Background: an optimization exercise with open tools, aiming at small area. Do not read the settings as production practice. In this exercise RTL edits were held to simulation tests only and were not proved equivalent to the original. No activity file was given, so power comes from the tool's default toggle rates.

===== flow/config.mk =====
export PLATFORM = sky130hd
export DESIGN_NAME = crossroad_pixel_pipe
export DESIGN_NICKNAME = crossroad_pixel_pipe
export VERILOG_FILES = /design/flow/design.v
export SDC_FILE = /design/flow/constraint.sdc
export NUM_CORES = 4
export LEC_CHECK = 0
export CAP_MARGIN = 20
export CORE_MARGIN = 2
export CORE_UTILIZATION = 40
export SLEW_MARGIN = 20

===== flow/constraint.sdc =====
create_clock -name core_clock -period 40.0 [get_ports {clk}]
set_input_delay 8.0000 -clock core_clock [delete_from_list [all_inputs] [get_ports {clk}]]
set_output_delay 8.0000 -clock core_clock [all_outputs]
set_load 0.01 [all_outputs]

===== flow/design.v =====
module crossroad_pattern (
    input  wire [9:0] x,
    input  wire [9:0] y,
    input  wire       video_on,
    input  wire [2:0] light_ns,
    input  wire [2:0] light_ew,
    input  wire [7:0] pip_cam_r,
    input  wire [7:0] pip_cam_g,
    input  wire [7:0] pip_cam_b,
    input  wire       pip_cam_valid,
    input  wire [1:0] pip_zoom,
    input  wire [3:0] ns_tens,
    input  wire [3:0] ns_ones,
    input  wire [3:0] ew_tens,
    input  wire [3:0] ew_ones,
    input  wire [3:0] mode_num,
    input  wire [9:0] car_n_y,   
    input  wire [9:0] car_s_y,   
    input  wire [9:0] car_w_x,   
    input  wire [9:0] car_e_x,   
    input  wire       viol_n,
    input  wire       viol_s,
    input  wire       viol_w,
    input  wire       viol_e,
    input  wire [7:0] anim,
    input  wire [7:0] boom_amp,
    output reg  [7:0] r,
    output reg  [7:0] g,
    output reg  [7:0] b
);
    localparam [9:0] V_ROAD_X_L = 10'd260;
    localparam [9:0] V_ROAD_X_R = 10'd380;    
    localparam [9:0] H_ROAD_Y_T = 10'd180;
    localparam [9:0] H_ROAD_Y_B = 10'd300;    
    localparam [9:0] SIDEWALK_W = 10'd16;
    localparam [9:0] CAR_SIZE = 10'd10;
    localparam [9:0] V_ROAD_CENTER_X = (V_ROAD_X_L + V_ROAD_X_R) >> 1;
    localparam [9:0] H_ROAD_CENTER_Y = (H_ROAD_Y_T + H_ROAD_Y_B) >> 1;
    localparam [9:0] V_LANE_EAST_CENTER_X  =
        V_ROAD_X_L + ((V_ROAD_X_R - V_ROAD_X_L) * 3) / 4;   
    localparam [9:0] H_LANE_SOUTH_CENTER_Y =
        H_ROAD_Y_T + ((H_ROAD_Y_B - H_ROAD_Y_T) * 3) / 4;   
    localparam [9:0] V_LANE_WEST_CENTER_X  =
        V_ROAD_X_L + ((V_ROAD_X_R - V_ROAD_X_L) * 1) / 4;   
    localparam [9:0] H_LANE_NORTH_CENTER_Y =
        H_ROAD_Y_T + ((H_ROAD_Y_B - H_ROAD_Y_T) * 1) / 4;   
    localparam [9:0] CAR_NS_LEN = 10'd20;
    localparam [9:0] CAR_NS_WID = 10'd12;
    localparam [9:0] CAR_EW_LEN = 10'd20;
    localparam [9:0] CAR_EW_WID = 10'd12;
    localparam [9:0] X_MAX = 10'd640;
    localparam [9:0] Y_MAX = 10'd480;
    localparam [9:0] PIP_MARGIN = 10'd8;
    localparam [9:0] ROAD_W     = V_ROAD_X_R - V_ROAD_X_L;   
    localparam [9:0] ROAD_H     = H_ROAD_Y_B - H_ROAD_Y_T;   
    localparam [9:0] STRIPE_PERIOD = 10'd12;
    localparam [9:0] STRIPE_WIDTH  = 10'd6;
    localparam [9:0] TL_LONG   = 10'd30;
    localparam [9:0] TL_SHORT  = 10'd10;
    localparam [9:0] TL_SEG    = 10'd10;
    localparam [9:0] TL_MARGIN = 10'd4;
    localparam [9:0] TLN_X = 10'd320 - (TL_LONG >> 1);
    localparam [9:0] TLN_Y = H_ROAD_Y_T - SIDEWALK_W - TL_SHORT - TL_MARGIN;
    localparam [9:0] TLS_X = 10'd320 - (TL_LONG >> 1);
    localparam [9:0] TLS_Y = H_ROAD_Y_B + SIDEWALK_W + TL_MARGIN;
    localparam [9:0] TLW_X = V_ROAD_X_L - SIDEWALK_W - TL_SHORT - TL_MARGIN;
    localparam [9:0] TLW_Y = 10'd240 - (TL_LONG >> 1);
    localparam [9:0] TLE_X = V_ROAD_X_R + SIDEWALK_W + TL_MARGIN;
    localparam [9:0] TLE_Y = 10'd240 - (TL_LONG >> 1);
    localparam [9:0] HUD_X_MIN = 10'd500;
    localparam [9:0] HUD_X_MAX = 10'd640;
    localparam [9:0] HUD_Y_MIN = 10'd0;
    localparam [9:0] HUD_Y_MAX = 10'd150;
    localparam [9:0] DIGIT_WIDTH   = 10'd14;
    localparam [9:0] DIGIT_HEIGHT  = 10'd22;
    localparam [9:0] DIGIT_GAP     = 10'd4;
    localparam [9:0] DIGIT_SPACING = 10'd16;
    localparam [9:0] SEG_WIDTH     = 10'd4;
    localparam [10:0] TOTAL_DIGIT_AREA_WIDTH = (11'd5 * {1'b0,DIGIT_WIDTH}) + (11'd4 * {1'b0,DIGIT_GAP});
    localparam [10:0] HUD_CENTER_X           = ({1'b0,HUD_X_MIN} + {1'b0,HUD_X_MAX}) >> 1;
    localparam [10:0] START_X                = HUD_CENTER_X - (TOTAL_DIGIT_AREA_WIDTH >> 1);
    localparam [10:0] GLYPH0_X = START_X;
    localparam [10:0] GLYPH1_X = GLYPH0_X + {1'b0,DIGIT_WIDTH} + {1'b0,DIGIT_GAP};
    localparam [10:0] GLYPH2_X = GLYPH1_X + {1'b0,DIGIT_WIDTH} + {1'b0,DIGIT_GAP};
    localparam [10:0] GLYPH3_X = GLYPH2_X + {1'b0,DIGIT_WIDTH} + {1'b0,DIGIT_GAP};
    localparam [10:0] GLYPH4_X = GLYPH3_X + {1'b0,DIGIT_WIDTH} + {1'b0,DIGIT_GAP};
    localparam [9:0] NS_Y    = HUD_Y_MIN + 10'd8;
    localparam [9:0] EW_Y    = NS_Y   + DIGIT_HEIGHT + DIGIT_SPACING;
    localparam [9:0] MODE_Y  = EW_Y   + DIGIT_HEIGHT + DIGIT_SPACING;
    localparam [9:0] ALARM_Y = MODE_Y + DIGIT_HEIGHT + DIGIT_SPACING;
    localparam [10:0] NS_TENS_X   = GLYPH0_X;
    localparam [10:0] NS_ONES_X   = GLYPH1_X;
    localparam [10:0] NS_EW_SEP_X = GLYPH2_X;
    localparam [10:0] EW_TENS_X   = GLYPH3_X;
    localparam [10:0] EW_ONES_X   = GLYPH4_X;
    function [7:0] add_sat8;
        input [7:0] a;
        input [7:0] b2;
        integer sum;
        begin
            sum = a + b2;
            if (sum > 255) add_sat8 = 8'hFF;
            else           add_sat8 = sum[7:0];
        end
    endfunction
    function [7:0] sub_sat8;
        input [7:0] a;
        input [7:0] b2;
        integer diff;
        begin
            diff = a - b2;
            if (diff < 0)  sub_sat8 = 8'h00;
            else           sub_sat8 = diff[7:0];
        end
    endfunction
    function [7:0] tri_wave8;
        input [7:0] t;
        begin
            if (t[7]) tri_wave8 = 8'hFF - t;
            else      tri_wave8 = t;
        end
    endfunction
    function [0:0] segment_a;
        input [9:0] px, py, dx, dy;
        begin
            segment_a = (py >= dy && py < dy + SEG_WIDTH &&
                         px >= dx && px < dx + DIGIT_WIDTH);
        end
    endfunction
    function [0:0] segment_b;
        input [9:0] px, py, dx, dy;
        begin
            segment_b = (px >= dx + DIGIT_WIDTH - SEG_WIDTH && px < dx + DIGIT_WIDTH &&
                         py >= dy && py < dy + (DIGIT_HEIGHT/2) + 1);
        end
    endfunction
    function [0:0] segment_c;
        input [9:0] px, py, dx, dy;
        begin
            segment_c = (px >= dx + DIGIT_WIDTH - SEG_WIDTH && px < dx + DIGIT_WIDTH &&
                         py >= dy + (DIGIT_HEIGHT/2) - 1 && py < dy + DIGIT_HEIGHT);
        end
    endfunction
    function [0:0] segment_d;
        input [9:0] px, py, dx, dy;
        begin
            segment_d = (py >= dy + DIGIT_HEIGHT - SEG_WIDTH && py < dy + DIGIT_HEIGHT &&
                         px >= dx && px < dx + DIGIT_WIDTH);
        end
    endfunction
    function [0:0] segment_e;
        input [9:0] px, py, dx, dy;
        begin
            segment_e = (px >= dx && px < dx + SEG_WIDTH &&
                         py >= dy + (DIGIT_HEIGHT/2) - 1 && py < dy + DIGIT_HEIGHT);
        end
    endfunction
    function [0:0] segment_f;
        input [9:0] px, py, dx, dy;
        begin
            segment_f = (px >= dx && px < dx + SEG_WIDTH &&
                         py >= dy && py < dy + (DIGIT_HEIGHT/2) + 1);
        end
    endfunction
    function [0:0] segment_g;
        input [9:0] px, py, dx, dy;
        begin
            segment_g = (py >= dy + (DIGIT_HEIGHT/2) - (SEG_WIDTH/2) - 1 &&
                         py <  dy + (DIGIT_HEIGHT/2) + (SEG_WIDTH/2) + 1 &&
                         px >= dx && px < dx + DIGIT_WIDTH);
        end
    endfunction
    function [6:0] digit_pattern;
        input [3:0] digit;
        begin
            case(digit)
                4'd0: digit_pattern = 7'b1111110;
                4'd1: digit_pattern = 7'b0110000;
                4'd2: digit_pattern = 7'b1101101;
                4'd3: digit_pattern = 7'b1111001;
                4'd4: digit_pattern = 7'b0110011;
                4'd5: digit_pattern = 7'b1011011;
                4'd6: digit_pattern = 7'b1011111;
                4'd7: digit_pattern = 7'b1110000;
                4'd8: digit_pattern = 7'b1111111;
                4'd9: digit_pattern = 7'b1111011;
                default: digit_pattern = 7'b0000000;
            endcase
        end
    endfunction
    function [6:0] mode_pattern;
        input [3:0] mode;
        begin
            case(mode)
                4'd1: mode_pattern = 7'b0110000;
                4'd2: mode_pattern = 7'b1101101;
                4'd3: mode_pattern = 7'b1111001;
                4'd4: mode_pattern = 7'b0110011;
                default: mode_pattern = 7'b0000000;
            endcase
        end
    endfunction
    function [6:0] char_pattern;
        input [3:0] ch;
        begin
            case (ch)
                4'd0: char_pattern = 7'b1110110;  
                4'd1: char_pattern = 7'b1011011;  
                4'd2: char_pattern = 7'b1001111;  
                4'd3: char_pattern = 7'b0111011;  
                4'd4: char_pattern = 7'b1110110;  
                4'd5: char_pattern = 7'b0111101;  
                4'd6: char_pattern = 7'b1111110;  
                default: char_pattern = 7'b0000000;
            endcase
        end
    endfunction
    function [0:0] draw_digit;
        input [9:0] px, py;
        input [9:0] dx, dy;
        input [3:0] digit;
        reg [6:0] pattern;
        reg seg_a_on, seg_b_on, seg_c_on, seg_d_on, seg_e_on, seg_f_on, seg_g_on;
        begin
            pattern   = digit_pattern(digit);
            seg_a_on  = pattern[6] && segment_a(px, py, dx, dy);
            seg_b_on  = pattern[5] && segment_b(px, py, dx, dy);
            seg_c_on  = pattern[4] && segment_c(px, py, dx, dy);
            seg_d_on  = pattern[3] && segment_d(px, py, dx, dy);
            seg_e_on  = pattern[2] && segment_e(px, py, dx, dy);
            seg_f_on  = pattern[1] && segment_f(px, py, dx, dy);
            seg_g_on  = pattern[0] && segment_g(px, py, dx, dy);
            draw_digit = seg_a_on || seg_b_on || seg_c_on ||
                         seg_d_on || seg_e_on || seg_f_on || seg_g_on;
        end
    endfunction
    function [0:0] draw_mode;
        input [9:0] px, py;
        input [9:0] dx, dy;
        input [3:0] mode;
        reg [6:0] pattern;
        reg seg_a_on, seg_b_on, seg_c_on, seg_d_on, seg_e_on, seg_f_on, seg_g_on;
        begin
            pattern   = mode_pattern(mode);
            seg_a_on  = pattern[6] && segment_a(px, py, dx, dy);
            seg_b_on  = pattern[5] && segment_b(px, py, dx, dy);
            seg_c_on  = pattern[4] && segment_c(px, py, dx, dy);
            seg_d_on  = pattern[3] && segment_d(px, py, dx, dy);
            seg_e_on  = pattern[2] && segment_e(px, py, dx, dy);
            seg_f_on  = pattern[1] && segment_f(px, py, dx, dy);
            seg_g_on  = pattern[0] && segment_g(px, py, dx, dy);
            draw_mode = seg_a_on || seg_b_on || seg_c_on ||
                        seg_d_on || seg_e_on || seg_f_on || seg_g_on;
        end
    endfunction
    function [0:0] draw_char;
        input [9:0] px, py;
        input [9:0] dx, dy;
        input [3:0] ch;
        reg [6:0] pattern;
        reg seg_a_on, seg_b_on, seg_c_on, seg_d_on, seg_e_on, seg_f_on, seg_g_on;
        begin
            pattern   = char_pattern(ch);
            seg_a_on  = pattern[6] && segment_a(px, py, dx, dy);
            seg_b_on  = pattern[5] && segment_b(px, py, dx, dy);
            seg_c_on  = pattern[4] && segment_c(px, py, dx, dy);
            seg_d_on  = pattern[3] && segment_d(px, py, dx, dy);
            seg_e_on  = pattern[2] && segment_e(px, py, dx, dy);
            seg_f_on  = pattern[1] && segment_f(px, py, dx, dy);
            seg_g_on  = pattern[0] && segment_g(px, py, dx, dy);
            draw_char = seg_a_on || seg_b_on || seg_c_on ||
                        seg_d_on || seg_e_on || seg_f_on || seg_g_on;
        end
    endfunction
    function [0:0] draw_colon;
        input [9:0] px, py;
        input [9:0] dx, dy;
        begin
            if (px >= dx + DIGIT_WIDTH/2 - 2 && px < dx + DIGIT_WIDTH/2 + 2 &&
               ((py >= dy + DIGIT_HEIGHT/3 - 2      && py < dy + DIGIT_HEIGHT/3 + 2) ||
                (py >= dy + (2*DIGIT_HEIGHT)/3 - 2 && py < dy + (2*DIGIT_HEIGHT)/3 + 2))) begin
                draw_colon = 1'b1;
            end else begin
                draw_colon = 1'b0;
            end
        end
    endfunction
    function [0:0] draw_char_mod;
        input [9:0] px, py;
        input [9:0] dx, dy;
        input [3:0] ch;
        integer cx, cy;
        integer x0, y0;
        reg [2:0] row;
        reg [2:0] col;
        reg [4:0] row_bits;
        localparam FONT_W = 5;
        localparam FONT_H = 7;
        localparam SCALE  = 2;
        localparam PIX_W  = FONT_W*SCALE;    
        localparam PIX_H  = FONT_H*SCALE;    
        begin
            draw_char_mod = 1'b0;
            cx = 0; cy = 0;
            x0 = 0; y0 = 0;
            row = 3'd0;
            col = 3'd0;
            row_bits = 5'b00000;
            x0 = dx + (DIGIT_WIDTH  - PIX_W)/2;
            y0 = dy + (DIGIT_HEIGHT - PIX_H)/2;
            cx = px - x0;
            cy = py - y0;
            if (cx >= 0 && cx < PIX_W && cy >= 0 && cy < PIX_H) begin
                col = (cx >> 1);
                row = (cy >> 1);
                case (ch)
                    4'd4: begin  
                        case (row)
                            3'd0: row_bits = 5'b11111;
                            3'd1: row_bits = 5'b10001;
                            3'd2: row_bits = 5'b11011;
                            3'd3: row_bits = 5'b10101;
                            3'd4: row_bits = 5'b10001;
                            3'd5: row_bits = 5'b10001;
                            3'd6: row_bits = 5'b10001;
                            default: row_bits = 5'b00000;
                        endcase
                    end
                    4'd6: begin  
                        case (row)
                            3'd0: row_bits = 5'b01110;
                            3'd1: row_bits = 5'b10001;
                            3'd2: row_bits = 5'b10001;
                            3'd3: row_bits = 5'b10001;
                            3'd4: row_bits = 5'b10001;
                            3'd5: row_bits = 5'b10001;
                            3'd6: row_bits = 5'b01110;
                            default: row_bits = 5'b00000;
                        endcase
                    end
                    4'd5: begin  
                        case (row)
                            3'd0: row_bits = 5'b11110;
                            3'd1: row_bits = 5'b10001;
                            3'd2: row_bits = 5'b10001;
                            3'd3: row_bits = 5'b10001;
                            3'd4: row_bits = 5'b10001;
                            3'd5: row_bits = 5'b10001;
                            3'd6: row_bits = 5'b11110;
                            default: row_bits = 5'b00000;
                        endcase
                    end
                    default: row_bits = 5'b00000;
                endcase
                if (row_bits[4-col])
                    draw_char_mod = 1'b1;
            end
        end
    endfunction
    integer dx_i, dy_i, d_i, ring_pos, diff_i;
    reg [7:0] glow_phase;
    reg [7:0] glow_lvl;
    reg [7:0] glow2;
    reg [9:0] pip_w;
    reg [9:0] pip_h;
    reg [9:0] pip_x0;
    reg [9:0] pip_y0;
    reg [9:0] pip_x;
    reg [9:0] pip_y;
    always @* begin
        glow_phase = 8'd0;
        glow_lvl   = 8'd0;
        glow2      = 8'd0;
        pip_w  = 10'd1;
        pip_h  = 10'd1;
        pip_x0 = X_MAX - 10'd1;
        pip_y0 = Y_MAX - 10'd1;
        pip_x  = 10'd0;
        pip_y  = 10'd0;
        dx_i     = 0;
        dy_i     = 0;
        d_i      = 0;
        ring_pos = 0;
        diff_i   = 0;
        if (!video_on) begin
            r = 8'd0; g = 8'd0; b = 8'd0;
        end else begin
            r = 8'd6;  g = 8'd10; b = 8'd18;
            if ( (((x + {2'b0,anim}) & 10'd31) == 10'd0) ||
                 (((y + {2'b0,anim}) & 10'd31) == 10'd0) ) begin
                r = add_sat8(r, 8'd10);
                g = add_sat8(g, 8'd18);
                b = add_sat8(b, 8'd30);
            end
            if ( ((((x ^ y) + {2'b0,anim}) & 10'd63) == 10'd0) ) begin
                b = add_sat8(b, 8'd10);
            end
            glow_phase = tri_wave8(anim);
            glow_lvl   = (glow_phase >> 4);                  
            glow2      = add_sat8((glow_phase >> 2), (boom_amp >> 3));  
            pip_w  = (ROAD_W >> pip_zoom);
            pip_h  = (ROAD_H >> pip_zoom);
            if (pip_w == 10'd0) pip_w = 10'd1;
            if (pip_h == 10'd0) pip_h = 10'd1;
            pip_x0 = X_MAX - pip_w - PIP_MARGIN;
            pip_y0 = Y_MAX - pip_h - PIP_MARGIN;
            if (x >= V_ROAD_X_L - SIDEWALK_W && x < V_ROAD_X_L && y < Y_MAX) begin
                r = 8'd70; g = 8'd80; b = 8'd95;
            end
            if (x >= V_ROAD_X_R && x < V_ROAD_X_R + SIDEWALK_W && y < Y_MAX) begin
                r = 8'd70; g = 8'd80; b = 8'd95;
            end
            if (y >= H_ROAD_Y_T - SIDEWALK_W && y < H_ROAD_Y_T && x < X_MAX) begin
                r = 8'd70; g = 8'd80; b = 8'd95;
            end
            if (y >= H_ROAD_Y_B && y < H_ROAD_Y_B + SIDEWALK_W && x < X_MAX) begin
                r = 8'd70; g = 8'd80; b = 8'd95;
            end
            if (x >= V_ROAD_X_L && x < V_ROAD_X_R) begin
                r = 8'd24; g = 8'd24; b = 8'd26;
            end
            if (y >= H_ROAD_Y_T && y < H_ROAD_Y_B) begin
                r = 8'd24; g = 8'd24; b = 8'd26;
            end
            if (x >= V_ROAD_X_L && x < V_ROAD_X_R &&
                y >= H_ROAD_Y_T - SIDEWALK_W && y < H_ROAD_Y_T) begin
                if ( ((x - V_ROAD_X_L) % STRIPE_PERIOD) < STRIPE_WIDTH ) begin
                    r = 8'd235; g = 8'd240; b = 8'd255;
                end
            end
            if (x >= V_ROAD_X_L && x < V_ROAD_X_R &&
                y >= H_ROAD_Y_B && y < H_ROAD_Y_B + SIDEWALK_W) begin
                if ( ((x - V_ROAD_X_L) % STRIPE_PERIOD) < STRIPE_WIDTH ) begin
                    r = 8'd235; g = 8'd240; b = 8'd255;
                end
            end
            if (x >= V_ROAD_X_L - SIDEWALK_W && x < V_ROAD_X_L &&
                y >= H_ROAD_Y_T && y < H_ROAD_Y_B) begin
                if ( ((y - H_ROAD_Y_T) % STRIPE_PERIOD) < STRIPE_WIDTH ) begin
                    r = 8'd235; g = 8'd240; b = 8'd255;
                end
            end
            if (x >= V_ROAD_X_R && x < V_ROAD_X_R + SIDEWALK_W &&
                y >= H_ROAD_Y_T && y < H_ROAD_Y_B) begin
                if ( ((y - H_ROAD_Y_T) % STRIPE_PERIOD) < STRIPE_WIDTH ) begin
                    r = 8'd235; g = 8'd240; b = 8'd255;
                end
            end
            if (x >= 10'd318 && x < 10'd322 && y < Y_MAX) begin
                r = 8'd20;
                g = add_sat8(8'd180, glow_lvl);
                b = add_sat8(8'd200, glow_lvl);
            end
            if (y >= 10'd238 && y < 10'd242 && x < X_MAX) begin
                r = 8'd20;
                g = add_sat8(8'd180, glow_lvl);
                b = add_sat8(8'd200, glow_lvl);
            end
            if (x >= V_LANE_WEST_CENTER_X - (CAR_NS_WID >> 1) &&
                x <  V_LANE_WEST_CENTER_X + (CAR_NS_WID >> 1) &&
                y >= car_n_y && y < car_n_y + CAR_NS_LEN) begin
                r = 8'd40; g = 8'd90; b = 8'd220;
                if (y < car_n_y + (CAR_NS_LEN/3)) begin
                    r = 8'd170; g = 8'd230; b = 8'd255;
                end
                if ( (y >= car_n_y + (CAR_NS_LEN*2/3)) &&
                     ( (x <  V_LANE_WEST_CENTER_X - (CAR_NS_WID>>1) + 2) ||
                       (x >= V_LANE_WEST_CENTER_X + (CAR_NS_WID>>1) - 2) ) ) begin
                    r = 8'd20; g = 8'd20; b = 8'd20;
                end
            end
            if (x >= V_LANE_EAST_CENTER_X - (CAR_NS_WID >> 1) &&
                x <  V_LANE_EAST_CENTER_X + (CAR_NS_WID >> 1) &&
                y >= car_s_y && y < car_s_y + CAR_NS_LEN) begin
                r = 8'd200; g = 8'd60; b = 8'd220;
                if (y > car_s_y + (CAR_NS_LEN*2/3)) begin
                    r = 8'd255; g = 8'd210; b = 8'd255;
                end
                if ( (y <= car_s_y + (CAR_NS_LEN/3)) &&
                     ( (x <  V_LANE_EAST_CENTER_X - (CAR_NS_WID>>1) + 2) ||
                       (x >= V_LANE_EAST_CENTER_X + (CAR_NS_WID>>1) - 2) ) ) begin
                    r = 8'd20; g = 8'd20; b = 8'd20;
                end
            end
            if (y >= H_LANE_NORTH_CENTER_Y - (CAR_EW_WID >> 1) &&
                y <  H_LANE_NORTH_CENTER_Y + (CAR_EW_WID >> 1) &&
                x >= car_w_x && x < car_w_x + CAR_EW_LEN) begin
                r = 8'd240; g = 8'd120; b = 8'd30;
                if (x < car_w_x + (CAR_EW_LEN/3)) begin
                    r = 8'd255; g = 8'd230; b = 8'd180;
                end
                if ( (x >= car_w_x + (CAR_EW_LEN*2/3)) &&
                     ( (y <  H_LANE_NORTH_CENTER_Y - (CAR_EW_WID>>1) + 2) ||
                       (y >= H_LANE_NORTH_CENTER_Y + (CAR_EW_WID>>1) - 2) ) ) begin
                    r = 8'd20; g = 8'd20; b = 8'd20;
                end
            end
            if (y >= H_LANE_SOUTH_CENTER_Y - (CAR_EW_WID >> 1) &&
                y <  H_LANE_SOUTH_CENTER_Y + (CAR_EW_WID >> 1) &&
                x >= car_e_x && x < car_e_x + CAR_EW_LEN) begin
                r = 8'd60; g = 8'd220; b = 8'd160;
                if (x > car_e_x + (CAR_EW_LEN*2/3)) begin
                    r = 8'd200; g = 8'd255; b = 8'd230;
                end
                if ( (x <= car_e_x + (CAR_EW_LEN/3)) &&
                     ( (y <  H_LANE_SOUTH_CENTER_Y - (CAR_EW_WID>>1) + 2) ||
                       (y >= H_LANE_SOUTH_CENTER_Y + (CAR_EW_WID>>1) - 2) ) ) begin
                    r = 8'd20; g = 8'd20; b = 8'd20;
                end
            end
            if (light_ns[2] &&
                x >= TLN_X - 3 && x < TLN_X + TL_SEG + 3 &&
                y >= TLN_Y - 3 && y < TLN_Y + TL_SHORT + 3) begin
                r = add_sat8(r, 8'd30 + (glow2 >> 1));
            end
            if (light_ns[1] &&
                x >= TLN_X + TL_SEG - 3 && x < TLN_X + (TL_SEG*2) + 3 &&
                y >= TLN_Y - 3 && y < TLN_Y + TL_SHORT + 3) begin
                r = add_sat8(r, 8'd18 + (glow2 >> 2));
                g = add_sat8(g, 8'd18 + (glow2 >> 2));
            end
            if (light_ns[0] &&
                x >= TLN_X + (TL_SEG*2) - 3 && x < TLN_X + (TL_SEG*3) + 3 &&
                y >= TLN_Y - 3 && y < TLN_Y + TL_SHORT + 3) begin
                g = add_sat8(g, 8'd30 + (glow2 >> 1));
            end
            if (light_ns[2] &&
                x >= TLS_X - 3 && x < TLS_X + TL_SEG + 3 &&
                y >= TLS_Y - 3 && y < TLS_Y + TL_SHORT + 3) begin
                r = add_sat8(r, 8'd30 + (glow2 >> 1));
            end
            if (light_ns[1] &&
                x >= TLS_X + TL_SEG - 3 && x < TLS_X + (TL_SEG*2) + 3 &&
                y >= TLS_Y - 3 && y < TLS_Y + TL_SHORT + 3) begin
                r = add_sat8(r, 8'd18 + (glow2 >> 2));
                g = add_sat8(g, 8'd18 + (glow2 >> 2));
            end
            if (light_ns[0] &&
                x >= TLS_X + (TL_SEG*2) - 3 && x < TLS_X + (TL_SEG*3) + 3 &&
                y >= TLS_Y - 3 && y < TLS_Y + TL_SHORT + 3) begin
                g = add_sat8(g, 8'd30 + (glow2 >> 1));
            end
            if (light_ew[2] &&
                x >= TLW_X - 3 && x < TLW_X + TL_SHORT + 3 &&
                y >= TLW_Y - 3 && y < TLW_Y + TL_SEG + 3) begin
                r = add_sat8(r, 8'd30 + (glow2 >> 1));
            end
            if (light_ew[1] &&
                x >= TLW_X - 3 && x < TLW_X + TL_SHORT + 3 &&
                y >= TLW_Y + TL_SEG - 3 && y < TLW_Y + (TL_SEG*2) + 3) begin
                r = add_sat8(r, 8'd18 + (glow2 >> 2));
                g = add_sat8(g, 8'd18 + (glow2 >> 2));
            end
            if (light_ew[0] &&
                x >= TLW_X - 3 && x < TLW_X + TL_SHORT + 3 &&
                y >= TLW_Y + (TL_SEG*2) - 3 && y < TLW_Y + (TL_SEG*3) + 3) begin
                g = add_sat8(g, 8'd30 + (glow2 >> 1));
            end
            if (light_ew[2] &&
                x >= TLE_X - 3 && x < TLE_X + TL_SHORT + 3 &&
                y >= TLE_Y - 3 && y < TLE_Y + TL_SEG + 3) begin
                r = add_sat8(r, 8'd30 + (glow2 >> 1));
            end
            if (light_ew[1] &&
                x >= TLE_X - 3 && x < TLE_X + TL_SHORT + 3 &&
                y >= TLE_Y + TL_SEG - 3 && y < TLE_Y + (TL_SEG*2) + 3) begin
                r = add_sat8(r, 8'd18 + (glow2 >> 2));
                g = add_sat8(g, 8'd18 + (glow2 >> 2));
            end
            if (light_ew[0] &&
                x >= TLE_X - 3 && x < TLE_X + TL_SHORT + 3 &&
                y >= TLE_Y + (TL_SEG*2) - 3 && y < TLE_Y + (TL_SEG*3) + 3) begin
                g = add_sat8(g, 8'd30 + (glow2 >> 1));
            end
            if (x >= TLN_X && x < TLN_X + TL_LONG && y >= TLN_Y && y < TLN_Y + TL_SHORT) begin
                r = 8'd28; g = 8'd28; b = 8'd30;
            end
            if (x >= TLS_X && x < TLS_X + TL_LONG && y >= TLS_Y && y < TLS_Y + TL_SHORT) begin
                r = 8'd28; g = 8'd28; b = 8'd30;
            end
            if (x >= TLW_X && x < TLW_X + TL_SHORT && y >= TLW_Y && y < TLW_Y + TL_LONG) begin
                r = 8'd28; g = 8'd28; b = 8'd30;
            end
            if (x >= TLE_X && x < TLE_X + TL_SHORT && y >= TLE_Y && y < TLE_Y + TL_LONG) begin
                r = 8'd28; g = 8'd28; b = 8'd30;
            end
            if (light_ns[2] &&
                x >= TLN_X + 1 && x < TLN_X + TL_SEG - 1 &&
                y >= TLN_Y + 1 && y < TLN_Y + TL_SHORT - 1) begin
                r = 8'd255; g = 8'd20;  b = 8'd20;
            end
            if (light_ns[1] &&
                x >= TLN_X + TL_SEG + 1 && x < TLN_X + (TL_SEG*2) - 1 &&
                y >= TLN_Y + 1 && y < TLN_Y + TL_SHORT - 1) begin
                r = 8'd255; g = 8'd230; b = 8'd40;
            end
            if (light_ns[0] &&
                x >= TLN_X + (TL_SEG*2) + 1 && x < TLN_X + (TL_SEG*3) - 1 &&
                y >= TLN_Y + 1 && y < TLN_Y + TL_SHORT - 1) begin
                r = 8'd30;  g = 8'd255; b = 8'd80;
            end
            if (light_ns[2] &&
                x >= TLS_X + 1 && x < TLS_X + TL_SEG - 1 &&
                y >= TLS_Y + 1 && y < TLS_Y + TL_SHORT - 1) begin
                r = 8'd255; g = 8'd20;  b = 8'd20;
            end
            if (light_ns[1] &&
                x >= TLS_X + TL_SEG + 1 && x < TLS_X + (TL_SEG*2) - 1 &&
                y >= TLS_Y + 1 && y < TLS_Y + TL_SHORT - 1) begin
                r = 8'd255; g = 8'd230; b = 8'd40;
            end
            if (light_ns[0] &&
                x >= TLS_X + (TL_SEG*2) + 1 && x < TLS_X + (TL_SEG*3) - 1 &&
                y >= TLS_Y + 1 && y < TLS_Y + TL_SHORT - 1) begin
                r = 8'd30;  g = 8'd255; b = 8'd80;
            end
            if (light_ew[2] &&
                x >= TLW_X + 1 && x < TLW_X + TL_SHORT - 1 &&
                y >= TLW_Y + 1 && y < TLW_Y + TL_SEG - 1) begin
                r = 8'd255; g = 8'd20;  b = 8'd20;
            end
            if (light_ew[1] &&
                x >= TLW_X + 1 && x < TLW_X + TL_SHORT - 1 &&
                y >= TLW_Y + TL_SEG + 1 && y < TLW_Y + (TL_SEG*2) - 1) begin
                r = 8'd255; g = 8'd230; b = 8'd40;
            end
            if (light_ew[0] &&
                x >= TLW_X + 1 && x < TLW_X + TL_SHORT - 1 &&
                y >= TLW_Y + (TL_SEG*2) + 1 && y < TLW_Y + (TL_SEG*3) - 1) begin
                r = 8'd30;  g = 8'd255; b = 8'd80;
            end
            if (light_ew[2] &&
                x >= TLE_X + 1 && x < TLE_X + TL_SHORT - 1 &&
                y >= TLE_Y + 1 && y < TLE_Y + TL_SEG - 1) begin
                r = 8'd255; g = 8'd20;  b = 8'd20;
            end
            if (light_ew[1] &&
                x >= TLE_X + 1 && x < TLE_X + TL_SHORT - 1 &&
                y >= TLE_Y + TL_SEG + 1 && y < TLE_Y + (TL_SEG*2) - 1) begin
                r = 8'd255; g = 8'd230; b = 8'd40;
            end
            if (light_ew[0] &&
                x >= TLE_X + 1 && x < TLE_X + TL_SHORT - 1 &&
                y >= TLE_Y + (TL_SEG*2) + 1 && y < TLE_Y + (TL_SEG*3) - 1) begin
                r = 8'd30;  g = 8'd255; b = 8'd80;
            end
            if (x >= HUD_X_MIN && x < HUD_X_MAX &&
                y >= HUD_Y_MIN && y < HUD_Y_MAX) begin
                r = 8'd16; g = 8'd18; b = 8'd22;
                if (x == HUD_X_MIN || x == HUD_X_MAX-1 || y == HUD_Y_MIN || y == HUD_Y_MAX-1) begin
                    r = 8'd60; g = 8'd70; b = 8'd90;
                    if ( (((x + {2'b0,anim}) & 10'd15) == 10'd0) ||
                         (((y + {2'b0,anim}) & 10'd15) == 10'd0) ) begin
                        r = add_sat8(r, 8'd40);
                        g = add_sat8(g, 8'd40);
                        b = add_sat8(b, 8'd60);
                    end
                end
                if ( (((y + {2'b0,anim}) % 10'd6) == 10'd0) ) begin
                    r = add_sat8(r, 8'd10);
                    g = add_sat8(g, 8'd14);
                    b = add_sat8(b, 8'd22);
                end
                if ( ((y + {2'b0,anim}) & 10'd31) == 10'd0 ) begin
                    r = add_sat8(r, 8'd18);
                    g = add_sat8(g, 8'd25);
                    b = add_sat8(b, 8'd35);
                end
                if (draw_char (x, y, NS_TENS_X[9:0], NS_Y, 4'd0)) begin r=8'd220; g=8'd235; b=8'd255; end
                if (draw_char (x, y, NS_ONES_X[9:0], NS_Y, 4'd1)) begin r=8'd220; g=8'd235; b=8'd255; end
                if (draw_colon(x, y, NS_EW_SEP_X[9:0], NS_Y))       begin r=8'd220; g=8'd235; b=8'd255; end
                if (draw_digit(x, y, EW_TENS_X[9:0], NS_Y, ns_tens)) begin r=8'd220; g=8'd235; b=8'd255; end
                if (draw_digit(x, y, EW_ONES_X[9:0], NS_Y, ns_ones)) begin r=8'd220; g=8'd235; b=8'd255; end
                if (draw_char (x, y, NS_TENS_X[9:0], EW_Y, 4'd2)) begin r=8'd220; g=8'd235; b=8'd255; end
                if (draw_char (x, y, NS_ONES_X[9:0], EW_Y, 4'd3)) begin r=8'd220; g=8'd235; b=8'd255; end
                if (draw_colon(x, y, NS_EW_SEP_X[9:0], EW_Y))       begin r=8'd220; g=8'd235; b=8'd255; end
                if (draw_digit(x, y, EW_TENS_X[9:0], EW_Y, ew_tens)) begin r=8'd220; g=8'd235; b=8'd255; end
                if (draw_digit(x, y, EW_ONES_X[9:0], EW_Y, ew_ones)) begin r=8'd220; g=8'd235; b=8'd255; end
                if (draw_char_mod(x, y, NS_TENS_X[9:0], MODE_Y, 4'd4)) begin r=8'd220; g=8'd235; b=8'd255; end
                if (draw_char_mod(x, y, NS_ONES_X[9:0], MODE_Y, 4'd6)) begin r=8'd220; g=8'd235; b=8'd255; end
                if (draw_char_mod(x, y, NS_EW_SEP_X[9:0], MODE_Y, 4'd5)) begin r=8'd220; g=8'd235; b=8'd255; end
                if (draw_colon   (x, y, EW_TENS_X[9:0], MODE_Y)) begin r=8'd220; g=8'd235; b=8'd255; end
                if (draw_mode    (x, y, EW_ONES_X[9:0], MODE_Y, mode_num)) begin r=8'd255; g=8'd120; b=8'd140; end
                if (draw_char(x, y, NS_TENS_X[9:0], ALARM_Y, 4'd0)) begin
                    if (viol_n) begin r=8'd255; g=8'd40;  b=8'd40; end
                    else        begin r=8'd170; g=8'd180; b=8'd200; end
                end
                if (draw_char(x, y, NS_ONES_X[9:0], ALARM_Y, 4'd1)) begin
                    if (viol_s) begin r=8'd255; g=8'd40;  b=8'd40; end
                    else        begin r=8'd170; g=8'd180; b=8'd200; end
                end
                if (draw_char(x, y, EW_TENS_X[9:0], ALARM_Y, 4'd3)) begin
                    if (viol_w) begin r=8'd255; g=8'd40;  b=8'd40; end
                    else        begin r=8'd170; g=8'd180; b=8'd200; end
                end
                if (draw_char(x, y, EW_ONES_X[9:0], ALARM_Y, 4'd2)) begin
                    if (viol_e) begin r=8'd255; g=8'd40;  b=8'd40; end
                    else        begin r=8'd170; g=8'd180; b=8'd200; end
                end
            end
            pip_x = x - pip_x0;
            pip_y = y - pip_y0;
            if (x >= pip_x0 && x < pip_x0 + pip_w &&
                y >= pip_y0 && y < pip_y0 + pip_h) begin
                if (x == pip_x0 || x == pip_x0 + pip_w - 1 ||
                    y == pip_y0 || y == pip_y0 + pip_h - 1) begin
                    r = 8'd60; g = 8'd80; b = 8'd110;
                end else if (pip_cam_valid) begin
                    r = pip_cam_r;
                    g = pip_cam_g;
                    b = pip_cam_b;
                end else begin
                    r = 8'd12; g = 8'd18; b = 8'd26;  
                end
            end
            if (boom_amp != 8'd0) begin
                if ((x >= V_ROAD_X_L && x < V_ROAD_X_R) ||
                    (y >= H_ROAD_Y_T && y < H_ROAD_Y_B)) begin
                    r = add_sat8(r, boom_amp);
                    g = add_sat8(g, (boom_amp >> 2));
                    b = sub_sat8(b, (boom_amp >> 3));
                end
                dx_i = (x >= 10'd320) ? (x - 10'd320) : (10'd320 - x);
                dy_i = (y >= 10'd240) ? (y - 10'd240) : (10'd240 - y);
                d_i  = dx_i + dy_i;
                ring_pos = (anim << 1);  
                diff_i   = (d_i >= ring_pos) ? (d_i - ring_pos) : (ring_pos - d_i);
                if (diff_i < 4) begin
                    r = add_sat8(r, (boom_amp >> 1));
                    g = add_sat8(g, (boom_amp >> 3));
                    b = add_sat8(b, (boom_amp >> 2));
                end
            end
        end
    end
endmodule
module crossroad_pixel_pipe (
    input  wire       clk,
    input  wire [9:0] x,
    input  wire [9:0] y,
    input  wire       video_on,
    input  wire [2:0] light_ns,
    input  wire [2:0] light_ew,
    input  wire [7:0] pip_cam_r,
    input  wire [7:0] pip_cam_g,
    input  wire [7:0] pip_cam_b,
    input  wire       pip_cam_valid,
    input  wire [1:0] pip_zoom,
    input  wire [3:0] ns_tens,
    input  wire [3:0] ns_ones,
    input  wire [3:0] ew_tens,
    input  wire [3:0] ew_ones,
    input  wire [3:0] mode_num,
    input  wire [9:0] car_n_y,
    input  wire [9:0] car_s_y,
    input  wire [9:0] car_w_x,
    input  wire [9:0] car_e_x,
    input  wire       viol_n,
    input  wire       viol_s,
    input  wire       viol_w,
    input  wire       viol_e,
    input  wire [7:0] anim,
    input  wire [7:0] boom_amp,
    output reg  [7:0] r,
    output reg  [7:0] g,
    output reg  [7:0] b
);
    reg [9:0] x_q, y_q;
    reg       video_on_q;
    reg [2:0] light_ns_q, light_ew_q;
    reg [7:0] pip_cam_r_q, pip_cam_g_q, pip_cam_b_q;
    reg       pip_cam_valid_q;
    reg [1:0] pip_zoom_q;
    reg [3:0] ns_tens_q, ns_ones_q, ew_tens_q, ew_ones_q, mode_num_q;
    reg [9:0] car_n_y_q, car_s_y_q, car_w_x_q, car_e_x_q;
    reg       viol_n_q, viol_s_q, viol_w_q, viol_e_q;
    reg [7:0] anim_q, boom_amp_q;
    always @(posedge clk) begin
        x_q             <= x;
        y_q             <= y;
        video_on_q      <= video_on;
        light_ns_q      <= light_ns;
        light_ew_q      <= light_ew;
        pip_cam_r_q     <= pip_cam_r;
        pip_cam_g_q     <= pip_cam_g;
        pip_cam_b_q     <= pip_cam_b;
        pip_cam_valid_q <= pip_cam_valid;
        pip_zoom_q      <= pip_zoom;
        ns_tens_q       <= ns_tens;
        ns_ones_q       <= ns_ones;
        ew_tens_q       <= ew_tens;
        ew_ones_q       <= ew_ones;
        mode_num_q      <= mode_num;
        car_n_y_q       <= car_n_y;
        car_s_y_q       <= car_s_y;
        car_w_x_q       <= car_w_x;
        car_e_x_q       <= car_e_x;
        viol_n_q        <= viol_n;
        viol_s_q        <= viol_s;
        viol_w_q        <= viol_w;
        viol_e_q        <= viol_e;
        anim_q          <= anim;
        boom_amp_q      <= boom_amp;
    end
    wire [7:0] r_c, g_c, b_c;
    crossroad_pattern u_pattern (
        .x            (x_q),
        .y            (y_q),
        .video_on     (video_on_q),
        .light_ns     (light_ns_q),
        .light_ew     (light_ew_q),
        .pip_cam_r    (pip_cam_r_q),
        .pip_cam_g    (pip_cam_g_q),
        .pip_cam_b    (pip_cam_b_q),
        .pip_cam_valid(pip_cam_valid_q),
        .pip_zoom     (pip_zoom_q),
        .ns_tens      (ns_tens_q),
        .ns_ones      (ns_ones_q),
        .ew_tens      (ew_tens_q),
        .ew_ones      (ew_ones_q),
        .mode_num     (mode_num_q),
        .car_n_y      (car_n_y_q),
        .car_s_y      (car_s_y_q),
        .car_w_x      (car_w_x_q),
        .car_e_x      (car_e_x_q),
        .viol_n       (viol_n_q),
        .viol_s       (viol_s_q),
        .viol_w       (viol_w_q),
        .viol_e       (viol_e_q),
        .anim         (anim_q),
        .boom_amp     (boom_amp_q),
        .r            (r_c),
        .g            (g_c),
        .b            (b_c)
    );
    always @(posedge clk) begin
        r <= r_c;
        g <= g_c;
        b <= b_c;
    end
endmodule

===== flow/run.sh =====
#!/bin/bash
# synth_recipe.tcl (not shown) runs the flow's synth.tcl, then flattens the netlist and writes it again
# the make line also repeats each setting of config.mk as NAME=value (left out here)
make -C /OpenROAD-flow-scripts/flow DESIGN_CONFIG=/design/flow/config.mk WORK_HOME=/design/flow/orfs CLKGATE_MAP_FILE= SYNTH_SCRIPT=/design/flow/synth_recipe.tcl finish

==> Implementation_results.wiki <==
{| class="wikitable"
! Metric !! Value
|-
| Via count || 32585
|-
| Iteration-0 DRC Markers || 3706
|-
| Post-synthesis async set-or-reset flop share || 0%
|-
| Highest-count cells in the layout ignoring fill and taps || sky130_fd_sc_hd__ha_1, sky130_fd_sc_hd__nor2_1, sky130_fd_sc_hd__nand2_1, sky130_fd_sc_hd__a21oi_1, sky130_fd_sc_hd__inv_1
|-
| Post-synthesis sequential element count || 170
|-
| Starting utilization of the core area || 40.4%
|-
| Share of the clock period used by the worst path || 68.5%
|-
| Via count of the first global-routing pass || 31046
|-
| Cells after synthesis || 4186
|-
| Antenna diode instance count || 0
|-
| Relative contribution of the clock network to total power || 16.3%
|-
| TritonCTS clock tree || yes
|-
| Core footprint || 75900 µm²
|-
| Cell class contributing the biggest share of worst-path delay || compound AO/OA/AOI/OAI gates
|-
| Synth cell types || 119
|-
| GPL Wtd Cong || 1.01
|-
| PortBufs || 158
|-
| Global routing usage summed across all routing layers || 29.9%
|-
| Largest stage delay, worst path || 0.86 ns
|-
| Floorplan die area || 78900 µm²
|-
| Fin. max-slew vios || 0
|-
| Sequential share of power || 17.7%
|-
| Maximum fanout along the worst path || 36
|-
| Register cell area after layout || 3410 µm²
|-
| WS Path Type || register to register
|-
| RSZ-0062 raised after global routing || false
|-
| Synthesis-to-layout area growth || 11.1%
|-
| Critical path origin || y_q[3]
|-
| Least-Margin Pin Slew || 1.15 ns
|-
| Global route total overflow || 0
|-
| Layout filler cell count || 7792
|-
| Clock tree skew after final layout || 0.0396 ns
|-
| Max IR drop VDD || 0.0365 mV
|-
| Worst skew pair latency || 0.53 ns
|-
| Number of rows in the core area || 101
|-
| CTS sink count || 170
|-
| Crit end category || register
|-
| DRC viols || 0
|-
| Final HPWL DP || 95.6 mm
|-
| Post-synthesis average cell area || 7.33 µm²
|-
| Type of the worst min-delay path || register to register
|-
| Crit. path cell count || 124
|-
| Minimum clock period || 27.41 ns
|-
| Worst relative slew slack || 22.5%
|-
| Static Leakage || 15.0 nW
|-
| Width of the chip || 281 µm
|-
| Buffer cell driving the clock tree root || sky130_fd_sc_hd__clkbuf_16
|-
| Combinational power share || 65.9%
|-
| # IOs || 159
|-
| Initial antenna violation count || 0
|-
| Outcome || complete, no violations
|-
| Power per standard cell area || 32.0 nW/µm²
|-
| Bufs on Longest Clock Path || 2
|-
| P_int || 0.557 mW
|-
| Reg-to-reg startpoint || y_q[3]
|-
| Post-synth design cell area || 30700 µm²
|-
| Sequential-to-total area share from yosys stat || 11.1%
|-
| P_sw || 0.532 mW
|-
| Post-cts repair resize count || 0
|-
| Critical Path AT || 27.83 ns
|-
| Number of nets in the synthesized netlist || 4818
|-
| Iteration count of the initial detailed-routing pass || 10
|-
| Buffering stage count on the worst path with inverters included || 19
|-
| Final setup violation count || 0
|-
| Total clock buffers created by CTS || 17
|-
| Max-capacitance violation count || 0
|-
| Post-synth EDFFs || 0
|-
| Die Height || 281 µm
|-
| Predominant post-synthesis flop cell || sky130_fd_sc_hd__dfxtp_1
|-
| Highest attainable clock frequency || 0.0365 GHz
|-
| Final hold vios || 0
|-
| Fraction of final layout cells sized beyond drive strength 1 || 4.66%
|-
| Total Wirelength || 120 mm
|-
| Fin Setup TNS || 0 ns
|-
| Worst Hold Margin || 0.680 ns
|-
| Fraction of power spent switching nets || 48.9%
|-
| Required time at the endpoint of the critical path || 40.43 ns
|-
| Count of hold-fix buffers inserted at cts || 0
|-
| End point of the critical path || r[1]
|-
| Startpoint Class || register
|-
| Area occupied by multi-input gates || 25500 µm²
|-
| Maximum number of pins on one net before global-route repair || 52
|-
| Synth warn || 2
|-
| Routed Antenna Nets || 0
|-
| Post-CTS Setup Repair Bufs || 0
|-
| Number of nets in the layout || 4914
|-
| Clock-pin slew of the registers on the worst-case setup and hold paths || 0.10 ns
|-
| Depth of the worst register-to-register path || 124
|-
| Slowest cell on the critical path || sky130_fd_sc_hd__a2111oi_1
|-
| Commonest non-fill, non-tap cell in the layout || sky130_fd_sc_hd__ha_1
|-
| Total number of H-tree levels || 4
|-
| Worst path most repeated cell || sky130_fd_sc_hd__a21oi_1
|-
| Ratio of routed vias to standard cells || 6.12
|-
| Worst reg2reg setup slack || 12.59 ns
|-
| Routed length per placed instance || 22.5 µm
|-
| Reg-to-Reg End || r[1]
|-
| Wire length of the first global-routing pass || 184 mm
|}
==> final cells by class <==
cell class / instances / share of cell area (%)
Sequential cell: 170 / 10.0
Tap cell: 1030 / 3.78
Clock buffer: 18 / 1.29
Multi-Input combinational cell: 3556 / 74.9
Inverter: 317 / 3.49
Clock inverter: 14 / 0.496
Timing Repair Buffer: 220 / 6.01
==> power by group through the flow <==
stage                     Sequential (mW)  Combinational [mW]  Clock, mW
after floorplan                     0.196               0.514          0
after global placement              0.197               0.697          0
after detailed placement            0.197               0.701          0
after CTS                           0.193               0.706      0.185
after global routing                0.195               0.794      0.190
final                               0.193               0.718      0.178
==> metal layers <==
layer	global-route usage, %	vias to the layer above	wire length [µm]
met5	0	-	0
met4	13.8	0	5530
met3	5.05	305	9990
met2	46.7	1546	51500
met1	40.1	15190	52500
li1	-	15544	-
==> kinds of logic after synthesis <==
group / after synthesis / synth area share (%)
buffers and inverters: 460 / 5.83
adder cells (fa/ha/maj): 497 / 21.1
XOR/XNOR: 272 / 7.88
other: 2 / 0.0245
AND/OR/NAND/NOR: 1378 / 22.5
AO/OA/AOI/OAI: 1361 / 30.1
multiplexers: 46 / 1.54
flip-flops: 170 / 11.1
==> cells in the mapped netlist, drive strengths merged, types with 57 or more instances <==
library cell,instances,area (µm²)
nor2b,78,488
o21ai,250,1250
nand3,113,571
clkbuf,112,420
ha,463,5790
a21oi,333,1680
xor2,75,664
a31oi,73,493
o21a,57,428
xnor2,196,1730
inv,309,1160
nand2b,79,494
a21o,132,991
dfxtp,170,3400
nand2,331,1240
nor3,112,576
nor2,352,1320
==> worst min-delay path, cell delays in order, from the launching register on <==
cell and delay (ns):
sky130_fd_sc_hd__dfxtp_1 0.32, sky130_fd_sc_hd__nand2_1 0.05, sky130_fd_sc_hd__a21oi_1 0.06, sky130_fd_sc_hd__inv_1 0.09, sky130_fd_sc_hd__a221oi_1 0.10
==> how the worst min path moves through the flow <==
| stage | startpoint | end | slack, ns | cells after the start |
|---|---|---|---|---|
| after floorplan | video_on_q | r[0] | 0.54 | 4 |
| after global routing | pip_cam_b_q[0] | b[0] | 0.74 | 4 |
| after global placement | pip_cam_b_q[0] | b[0] | 0.66 | 4 |
| after detailed placement | pip_cam_b_q[0] | b[0] | 0.68 | 4 |
| final | pip_cam_b_q[0] | b[0] | 0.68 | 4 |
| after CTS | pip_cam_b_q[0] | b[0] | 0.70 | 4 |
==> per-stage QoR <==
| stage | power [mW] | setup slack (ns) | std cells | util (%) | area, µm² |
|---|---|---|---|---|---|
| 5_1_grt | 1.18 | 10.15 | 5325 | 44.9 | 34100 |
| 4_1_cts | 1.08 | 13.21 | 5325 | 44.9 | 34100 |
| 2_1_floorplan | 0.710 | 17.12 | 4186 | - | 30700 |
| 3_5_place_dp | 0.898 | 13.24 | 5293 | 44.1 | 33500 |
| 3_3_place_gp | 0.894 | 13.31 | 5293 | 44.1 | 33500 |
| 6_report | 1.09 | 12.59 | 5325 | 44.9 | 34100 |

static timing again, ports no longer ideal:
In the flow no input, the clock included, has a driving cell. The finished layout below was timed again as built, in two steps.
Step 1 (the two cells are an assumption about what drives the block):
set clk [get_ports {clk}]
set_driving_cell -lib_cell sky130_fd_sc_hd__clkbuf_16 $clk
set_driving_cell -lib_cell sky130_fd_sc_hd__buf_2 [delete_from_list [all_inputs] $clk]
Step 2 also shifts input and output timing later by t, the mid clock arrival at the registers, as if the neighbouring blocks saw the same clock.
Slacks: ideal ports / drivers / drivers and shift; pairs: ideal ports / drivers.
t, ns: 0.578
slack for setup (ns): 12.593 / 12.593 / 12.593
slew at the worst register clock pin (ns): 0.10 / 0.10
worst slew at a driven data input, ns: 0.06
After both steps setup and hold are still met in this run. For this run, drivers alone change the setup slack by 0.000 ns; drivers and shift together by 0.000 ns.
